This design comes from an exercise in tuning for small area and a short achievable clock period on the open sky130 flow, not from production work. In this exercise RTL edits were held to simulation tests only and were not proved equivalent to the original.

[flow/config.mk]
export PLATFORM = sky130hd
export DESIGN_NAME = top_32bit
export DESIGN_NICKNAME = top_32bit
export VERILOG_FILES = /design/flow/design.v
export SDC_FILE = /design/flow/constraint.sdc
export NUM_CORES = 4
export LEC_CHECK = 0
export CAP_MARGIN = 20
export CORE_MARGIN = 2
export CORE_UTILIZATION = 40
export SLEW_MARGIN = 20
[flow/constraint.sdc]
create_clock -name core_clock -period 12.0 [get_ports {clk}]
set_input_delay 2.4000 -clock core_clock [delete_from_list [all_inputs] [get_ports {clk}]]
set_output_delay 2.4000 -clock core_clock [all_outputs]
set_load 0.01 [all_outputs]
[flow/design.v]
module top_32bit(
    input                           clk,                             
    input                           we,                              
    input                           reset,                           
    input       [31:0]              data,                            
    input       [1:0]               p_sel,
    input       [31:0]              P0,
    input       [31:0]              P1,
    output      [31:0]              P0_out,
    output      [31:0]              P1_out,
    output      [31:0]              data_out
  );
  wire          [4:0]               addr,addr_reg;
  wire          [31:0]              instr,instr_reg;
  wire          [3:0]               op;
  wire          [2:0]               rs,rA,rB;
  wire                              jz;
  wire          [4:0]               start,end_addr;
  wire          [31:0]              out_ALU,out_A,out_B;
  AddrGen  U1(
             .clk(clk),
             .reset(reset),
             .jz(1'b0),
             .start(5'd0),
             .end_addr(5'd31),
             .count(addr)
           );
  register_5bit  U2 (
                   .clk(clk),
                   .rst(reset),
                   .din(addr),
                   .en(1'b1),
                   .dout(addr_reg)
                 );
  ProgramMem  U3(
                .clk(clk),
                .we(we),
                .data(data),
                .addr(addr_reg),
                .data_out(instr)
              );
  register_32bit  U4 (
                    .clk(clk),
                    .reset(reset),
                    .enable(1'b1),
                    .data_in(instr),
                    .data_out(instr_reg)
                  );
  inst_fetch  U5 (
                .instr(instr_reg),
                .op(op),
                .rs(rs),
                .rA(rA),
                .rB(rB),
                .jz(jz),
                .start(start),
                .end_addr(end_addr)
              );
  RegBank  U7 (
             .clk(clk),
             .reset(reset),
             .data_in(out_ALU),
             .p_sel(p_sel),
             .sel(rs),
             .sel_A(rA),
             .sel_B(rB),
             .P0(P0),
             .P1(P1),
             .out_A(out_A),
             .out_B(out_B),
             .P0_out(P0_out),
             .P1_out(P1_out)
           );
  ALU_32bit  U6 (
               .A(out_A),
               .B(out_B),
               .opcode(op),
               .result(out_ALU)
             );
  assign data_out = out_ALU;
endmodule
module ProgramMem (
    input                           clk,                             
    input                           we,                              
    input [31:0]                    data,                            
    input [4:0]                     addr,                            
    output [31:0]                   data_out                         
  );
  reg [31:0] memory [31:0];                                          
  reg [4:0] addr_reg;
  always @(posedge clk)
  begin
    if(we)
      memory[addr] <= data;
    addr_reg <= addr;
  end
  assign data_out = memory[addr_reg];
endmodule
module AddrGen (
    input clk,                                                       
    input reset,                                                     
    input jz,
    input [4:0]start,
    input [4:0]end_addr,
    output [4:0] count                                               
  );
  reg [4:0] counter;
  reg [4:0] R0;
  reg [4:0] R1;
  always @(posedge clk)
  begin
    if (reset)
      counter <= 5'b00000;
    else
      counter <= counter + 5'd1;
    if (reset)
    begin
      R0 <= end_addr;
      R1 <= start;
    end
    else if(jz)
    begin
      counter <= start;
      R0 <= end_addr;
      R1 <= counter;
    end
    if(counter == R0)
    begin
      counter <= R1;
    end
  end
  assign count = counter;
endmodule
module register_5bit(
    input clk,        
    input rst,        
    input [4:0] din,  
    input en,         
    output [4:0] dout  
  );
  reg [4:0] reg_data;
  always @(posedge clk or posedge rst)
  begin
    if (rst)
    begin
      reg_data <= 5'd0;  
    end
    else if (en)
    begin
      reg_data <= din;  
    end
  end
  assign dout = reg_data;
endmodule
module register_32bit (
    input wire clk,          
    input wire reset,        
    input wire enable,       
    input wire [31:0] data_in,  
    output [31:0] data_out  
  );
  reg [31:0] reg_data;
  always @(posedge clk or posedge reset)
  begin
    if (reset)
    begin
      reg_data <= 32'b0;
    end
    else if (enable)
    begin
      reg_data <= data_in;
    end
  end
  assign data_out = reg_data;
endmodule
module inst_fetch(
    input [31:0] instr,
    output [3:0] op,
    output [2:0] rs, rA, rB,
    output jz,
    output [4:0] start, end_addr
  );
  assign op = instr[31:28];
  assign rs = instr[27:25];
  assign rA = instr[24:22];
  assign rB = instr[21:19];
  assign jz = instr[0];
  assign start = instr[5:1];
  assign end_addr = instr[10:6];
endmodule
module ALU_32bit(
    input [31:0] A,                
    input [31:0] B,                
    input [3:0] opcode,
    output reg [31:0] result
  );
  wire [31:0] w2;
  vedic_multiplier_16bit n0(
              .A(A[15:0]),
              .B(B[15:0]),
              .product(w2)
  );
  always @(*)
  begin
    case(opcode)
      4'b0000:
        result = A + B;
      4'b0001:
        result = A - B;
      4'b0010:
        result = w2;
      4'b0011:
        result = A & B;
      4'b0100:
        result = A | B;
      4'b0101:
        result = A ^ B;
      4'b0110:
        result = (A>B)?1:0;
      4'b0111:
        result = (A<B)?1:0;
      4'b1001:
        result = A;
      default:
        result = 32'd0;
    endcase
  end
endmodule
module RegBank(
    input clk,
    input reset,
    input [31:0] data_in,     
    input [1:0] p_sel,
    input [2:0] sel,
    input [2:0] sel_A,
    input [2:0] sel_B,
    input [31:0] P0,
    input [31:0] P1,
    output [31:0] out_A,      
    output [31:0] out_B,      
    output [31:0] P0_out,    
    output [31:0] P1_out    
  );
  wire [31:0]w0,w1,w2,w3,w4,w5,w6,w7,w0_p0,w1_p1;   
  wire [7:
        0]Reg_EN;
  decoder_3to8  decoder_3to8_inst (
                  .input_A(sel),
                  .y(Reg_EN)
                );
  assign w0_p0 = p_sel[0] ? data_in : P0;
  assign w1_p1 = p_sel[1] ? data_in : P1;
  register_32bit  R0 (
                    .clk(clk),
                    .reset(reset),
                    .enable(Reg_EN[0]),
                    .data_in(w0_p0),
                    .data_out(w0)
                  );
  register_32bit  R1 (
                    .clk(clk),
                    .reset(reset),
                    .enable(Reg_EN[1]),
                    .data_in(w1_p1),
                    .data_out(w1)
                  );
  register_32bit  R2 (
                    .clk(clk),
                    .reset(reset),
                    .enable(Reg_EN[2]),
                    .data_in(data_in),
                    .data_out(w2)
                  );
  register_32bit  R3 (
                    .clk(clk),
                    .reset(reset),
                    .enable(Reg_EN[3]),
                    .data_in(data_in),
                    .data_out(w3)
                  );
  register_32bit  R4 (
                    .clk(clk),
                    .reset(reset),
                    .enable(Reg_EN[4]),
                    .data_in(data_in),
                    .data_out(w4)
                  );
  register_32bit  R5 (
                    .clk(clk),
                    .reset(reset),
                    .enable(Reg_EN[5]),
                    .data_in(data_in),
                    .data_out(w5)
                  );
  register_32bit  R6 (
                    .clk(clk),
                    .reset(reset),
                    .enable(Reg_EN[6]),
                    .data_in(data_in),
                    .data_out(w6)
                  );
  register_32bit  R7 (
                    .clk(clk),
                    .reset(reset),
                    .enable(Reg_EN[7]),
                    .data_in(data_in),
                    .data_out(w7)
                  );
  mux_8to1  U0 (
              .input_0(w0),
              .input_1(w1),
              .input_2(w2),
              .input_3(w3),
              .input_4(w4),
              .input_5(w5),
              .input_6(w6),
              .input_7(w7),
              .select(sel_A),
              .output_Y(out_A)
            );
  mux_8to1  U1 (
              .input_0(w0),
              .input_1(w1),
              .input_2(w2),
              .input_3(w3),
              .input_4(w4),
              .input_5(w5),
              .input_6(w6),
              .input_7(w7),
              .select(sel_B),
              .output_Y(out_B)
            );
  assign P0_out = w0;
  assign P1_out = w1;
endmodule
module mux_8to1 (
    input [31:0] input_0,
    input [31:0] input_1,
    input [31:0] input_2,
    input [31:0] input_3,
    input [31:0] input_4,
    input [31:0] input_5,
    input [31:0] input_6,
    input [31:0] input_7,
    input [2:0] select,
    output reg [31:0] output_Y
  );
  always @*
  begin
    case(select)
      3'b000:
        output_Y = input_0;
      3'b001:
        output_Y = input_1;
      3'b010:
        output_Y = input_2;
      3'b011:
        output_Y = input_3;
      3'b100:
        output_Y = input_4;
      3'b101:
        output_Y = input_5;
      3'b110:
        output_Y = input_6;
      3'b111:
        output_Y = input_7;
      default:
        output_Y = 8'b0;
    endcase
  end
endmodule
module decoder_3to8 (
    input wire [2:0] input_A,          
    output reg [7:0] y                 
  );
  always @*
  begin
    case(input_A)
      3'b000:
        y = 8'b00000001;
      3'b001:
        y = 8'b00000010;
      3'b010:
        y = 8'b00000100;
      3'b011:
        y = 8'b00001000;
      3'b100:
        y = 8'b00010000;
      3'b101:
        y = 8'b00100000;
      3'b110:
        y = 8'b01000000;
      3'b111:
        y = 8'b10000000;
      default:
        y = 8'b00000000;  
    endcase
  end
endmodule
module Reg_16_bit (
    input clk,                       
    input reset,                     
    input enable,                    
    input [15:0] data_in,            
    output [15:0] data_out           
  );
  reg [15:
       0] reg_data;               
  always @(posedge clk or posedge reset)
  begin
    if (reset)
      reg_data <= 16'd0;   
    else if (enable)
      reg_data <= data_in;
  end
  assign data_out = reg_data;
endmodule
module vedic_multiplier_16bit(
    input [15:0] A,  
    input [15:0] B,  
    output [31:0] product  
);
    wire [15:0] p0, p1, p2, p3;
    wire [7:0] A1, A0, B1, B0;
    assign A1 = A[15:8];
    assign A0 = A[7:0];
    assign B1 = B[15:8];
    assign B0 = B[7:0];
    vedic_multiplier_8bit VM0 (.A(A0), .B(B0), .product(p0));
    vedic_multiplier_8bit VM1 (.A(A1), .B(B0), .product(p1));
    vedic_multiplier_8bit VM2 (.A(A0), .B(B1), .product(p2));
    vedic_multiplier_8bit VM3 (.A(A1), .B(B1), .product(p3));
    wire [31:0] sum1, sum2, sum3;
    assign sum1 = {8'b0, p0[15:0]};
    assign sum2 = {p1[15:0], 8'b0} + {p2[15:0], 8'b0};
    assign sum3 = {p3[15:0], 16'b0};
    assign product = sum1 + sum2 + sum3;
endmodule
module vedic_multiplier_8bit(
    input [7:0] A,  
    input [7:0] B,  
    output [15:0] product  
);
    wire [7:0] p0, p1, p2, p3;
    wire [3:0] A1, A0, B1, B0;
    assign A1 = A[7:4];
    assign A0 = A[3:0];
    assign B1 = B[7:4];
    assign B0 = B[3:0];
    vedic_multiplier_4bit VM0 (.A(A0), .B(B0), .product(p0));
    vedic_multiplier_4bit VM1 (.A(A1), .B(B0), .product(p1));
    vedic_multiplier_4bit VM2 (.A(A0), .B(B1), .product(p2));
    vedic_multiplier_4bit VM3 (.A(A1), .B(B1), .product(p3));
    wire [15:0] sum1, sum2, sum3;
    assign sum1 = {4'b0, p0[7:0]};
    assign sum2 = {p1[7:0], 4'b0} + {p2[7:0], 4'b0};
    assign sum3 = {p3[7:0], 8'b0};
    assign product = sum1 + sum2 + sum3;
endmodule
module vedic_multiplier_4bit(
    input [3:0] A,  
    input [3:0] B,  
    output [7:0] product  
);
    wire [3:0] p0, p1, p2, p3;
    wire [1:0] A1, A0, B1, B0;
    assign A1 = A[3:2];
    assign A0 = A[1:0];
    assign B1 = B[3:2];
    assign B0 = B[1:0];
    vedic_multiplier_2bit VM0 (.A(A0), .B(B0), .product(p0));
    vedic_multiplier_2bit VM1 (.A(A1), .B(B0), .product(p1));
    vedic_multiplier_2bit VM2 (.A(A0), .B(B1), .product(p2));
    vedic_multiplier_2bit VM3 (.A(A1), .B(B1), .product(p3));
    wire [7:0] sum1, sum2, sum3;
    assign sum1 = {2'b0, p0[3:0]};
    assign sum2 = {p1[3:0], 2'b0} + {p2[3:0], 2'b0};
    assign sum3 = {p3[3:0], 4'b0};
    assign product = sum1 + sum2 + sum3;
endmodule
module vedic_multiplier_2bit(
    input [1:0] A,  
    input [1:0] B,  
    output [3:0] product  
);
    assign product = A * B;  
endmodule
[flow/run.sh]
#!/bin/bash
# synth_recipe.tcl (not shown) runs the flow's synth.tcl, then flattens the netlist and writes it again
# the make line also repeats each setting of config.mk as NAME=value (left out here)
make -C /OpenROAD-flow-scripts/flow DESIGN_CONFIG=/design/flow/config.mk WORK_HOME=/design/flow/orfs CLKGATE_MAP_FILE= SYNTH_SCRIPT=/design/flow/synth_recipe.tcl finish
==> results.txt <==
-- synth_stat cells (21+ instances only) --
cell type  instances  area share [%]
a211oi_1          39            0.62
a21o_1            69             1.1
a21oi_1          310             3.3
a221oi_1          25            0.46
a22oi_1           39            0.62
a31oi_1           25            0.33
buf_1             26            0.21
buf_2             32            0.34
clkbuf_1         194             1.5
dfrtp_1          274              14
edfxtp_1         416              26
fa_1             123             5.2
ha_1             390              10
inv_1            474             3.8
mux2_2            31            0.74
mux2i_1           75             1.6
mux4_2           167             7.9
nand2_1          276             2.2
nand2b_1          34            0.45
nor2_1           487             3.9
nor2b_1           30            0.40
nor3_1            38            0.40
nor3b_1           33            0.52
o211ai_1          21            0.33
o21a_1            21            0.33
o21ai_0          290             3.1
o21ai_1           23            0.24
o21bai_1          39            0.62
o221ai_1          33            0.61
o22ai_1           37            0.49
xnor2_1           80             1.5
xor2_1            44            0.81
-- metal layers --
layer  vias up  routed length, µm  track usage, %
met4         2               5820            9.04
met2      1472              70600            38.8
met1     18521              68800            36.4
met5         -                 13               0
met3       264              11800            3.58
li1      16663                  -               -
-- final cells by class --
type                            count  share of cell area (%)
Clock buffer                       96                    3.55
Antenna cell                        1                 0.00445
Inverter                          480                    3.23
Tap cell                         1536                    3.42
Clock inverter                     38                   0.836
Multi-Input combinational cell   3049                    46.1
Sequential cell                   700                    34.8
Timing Repair Buffer              479                    8.02
-- metrics by stage --
stage	util (%)	hold slack (ns)	area [µm²]	TNS, ns	setup WS, ns
after floorplan	-	0.336	47400	0	0.563
after detailed placement	44.2	0.350	52000	-0.209	-0.0975
after global placement	44.2	0.346	52000	-0.0802	-0.0802
after global routing	47.8	0.365	56200	-0.511	-0.169
final	47.8	0.359	56200	0	0.151
after CTS	47.0	0.359	55400	0	0.0102
-- worst paths after layout --
path	start	end	slack, ns	depth (start not counted)
setup / recovery	U4.reg_data[21]	data_out[26]	0.15	44
hold / removal	U1.counter[4]	U2.reg_data[4]	0.36	0
setup reg to reg	U4.reg_data[21]	U7.R5.reg_data[29]	3.01	43
hold reg to reg	U1.counter[4]	U2.reg_data[4]	0.36	0
max in group asynchronous	reset	U4.reg_data[19]	7.83	3
min in group asynchronous	reset	U2.reg_data[3]	2.45	2
-- kinds of logic (layout without fill, tap and decap cells) --
group / count (synthesis) / count (layout) / share of synthesized area (%)
muxes: 273 / 273 / 10.3
adders and majority gates: 513 / 513 / 15.5
AOI/OAI and AO/OA: 1110 / 1110 / 15.0
buffers and inverters: 738 / 1093 / 5.99
other: 0 / 1 / 0
DFF: 700 / 700 / 41.3
and+or+nand+nor: 1029 / 1029 / 9.67
xor gates and xnor gates: 124 / 124 / 2.29
-- critical path: cells and delay by family (launching register included) --
kind	cells	cell delay, ns
xor gates and xnor gates	3	0.55
buffers and inverters	15	1.86
adders and majority gates	10	3.21
DFF	1	0.58
and+or+nand+nor	7	0.96
AOI/OAI and AO/OA	9	1.66
-- repair_timing --
action                                  4_1_cts  5_1_grt
gates resized for setup                     112      120
gates cloned                                  3        3
hold endpoints to repair                      0        0
pin swaps                                    23       50
endpoints found under the setup margin       16       16
buffers inserted                             34       46
hold buffers                                  0        0
==> flow_summary.toml <==
[run_status]
status = "timing/DRC/antenna clean"

[job]
max_cap_viol_count = 0

[global_route]
grt_max_degree = 175
grt_pass1_vias = 35616
overflow = 0
grt.total_usage_pct = 25.3
grt_pass1_wl_um = 231000
antenna_found_initial = 3

[finish]
fin_nets = 5398
seq_area_mm2 = 0.0196
final_common_cell = "inv_1"
syn_to_final_growth_pct = 18.7
largest_reg_flops = 416
drive_gt1_share_pct = 17.8
multi_input_area_mm2 = 0.0259
n_fill_cell = 10690
final_cells = 6379
final_cell_mix = "inv_1 (469), nor2_1 (448), edfxtp_1 (416)"
largest_register = "U3.memory"

[timing]
fin_crit_ns = 11.85
setup_violations = 0
skew_ns = 0.0593
clock.fmax_ghz = 0.0844
maxSlewViolCount = 0
worst_pin_slew_ns = 1.18
period_share_pct = 98.7
final_hold_viol_count = 0
rsz0062_at_grt = "true"
maxSlewHeadroom_pct = 21.3

[drt]
vias = 36922
drt_first_iter_violations = 3652
ant_nets = 0
finalWirelength_um = 157000
wl_per_cell_um = 24.6
drt-pass1-iter-count = 6
drc_errors = 0
via_per_inst = 5.79

[place]
place.gp.congestion = 0.974
dp_cells = 6156
place_hpwl_um = 111000
io_buffers = 177

[yosys]
syn-num-nets = 5101
ys_async_sr_fraction_pct = 39.1
yosys_most_used_dff = "edfxtp_1"
synth_cell_type_count = 94
synth.cell_area_mm2 = 0.0474
ys_ff_latch = 700
synth-edff-count = 416
ys_seq_area_share_pct = 41.3
netlist_instances = 4487
synth.avg_cell_area_um2 = 10.6
synth-warning-count = 7

[die]
die_area_mm2 = 0.121
rows = 126
ioPinCount = 197
start_util_pct = 40.2
die_x_um = 348
chipHeight_um = 348
core_mm2 = 0.118

[critical_path]
cp_slowest_cell = "dfrtp_4"
crit_arrival_ns = 9.45
crit_path_max_fanout = 8
path_class = "reg -> out"
critPathRequiredTime_ns = 9.60
cp_slowest_stage_delay_ns = 0.58
cp-start-kind = "flop"
endpoint_kind = "output port"
crit_top_cell = "inv_1"

[clocking]
clock_latency_ns = 0.67
clk_path_buf_depth = 3
clkTransAtPathRegs_ns = 0.06
h-tree-depth = 3
cts.sinks = 700
cts_buffers = 74
cts_tree = "done"
root_buffer = "clkbuf_16"

[min_path]
hp-class = "reg -> reg"

==> port drivers added, routing unchanged <==
Ports are ideal in the flow. The routed layout listed here was re-timed in OpenROAD. Step 1 sets driving cells, clkbuf_16 on the clock port and buf_2 on the other inputs (assumed; they add their load-dependent delay and slew). Step 2 times the ports against the registers' clock, not the clock port: input delays grow and output delays shrink by t, the midpoint of the rising clock arrivals with the driver on. Slacks: ideal / step 1 / step 2; pairs: ideal / step 1.
shift t [ns]: 0.693
setup slack, ns: 0.151 / 0.095 / 0.788
latest minus earliest clock arrival (ns): 0.060 / 0.060
After both steps setup and hold are still met in this run. For this run, drivers alone change the setup slack by -0.056 ns; drivers and shift together by +0.637 ns.
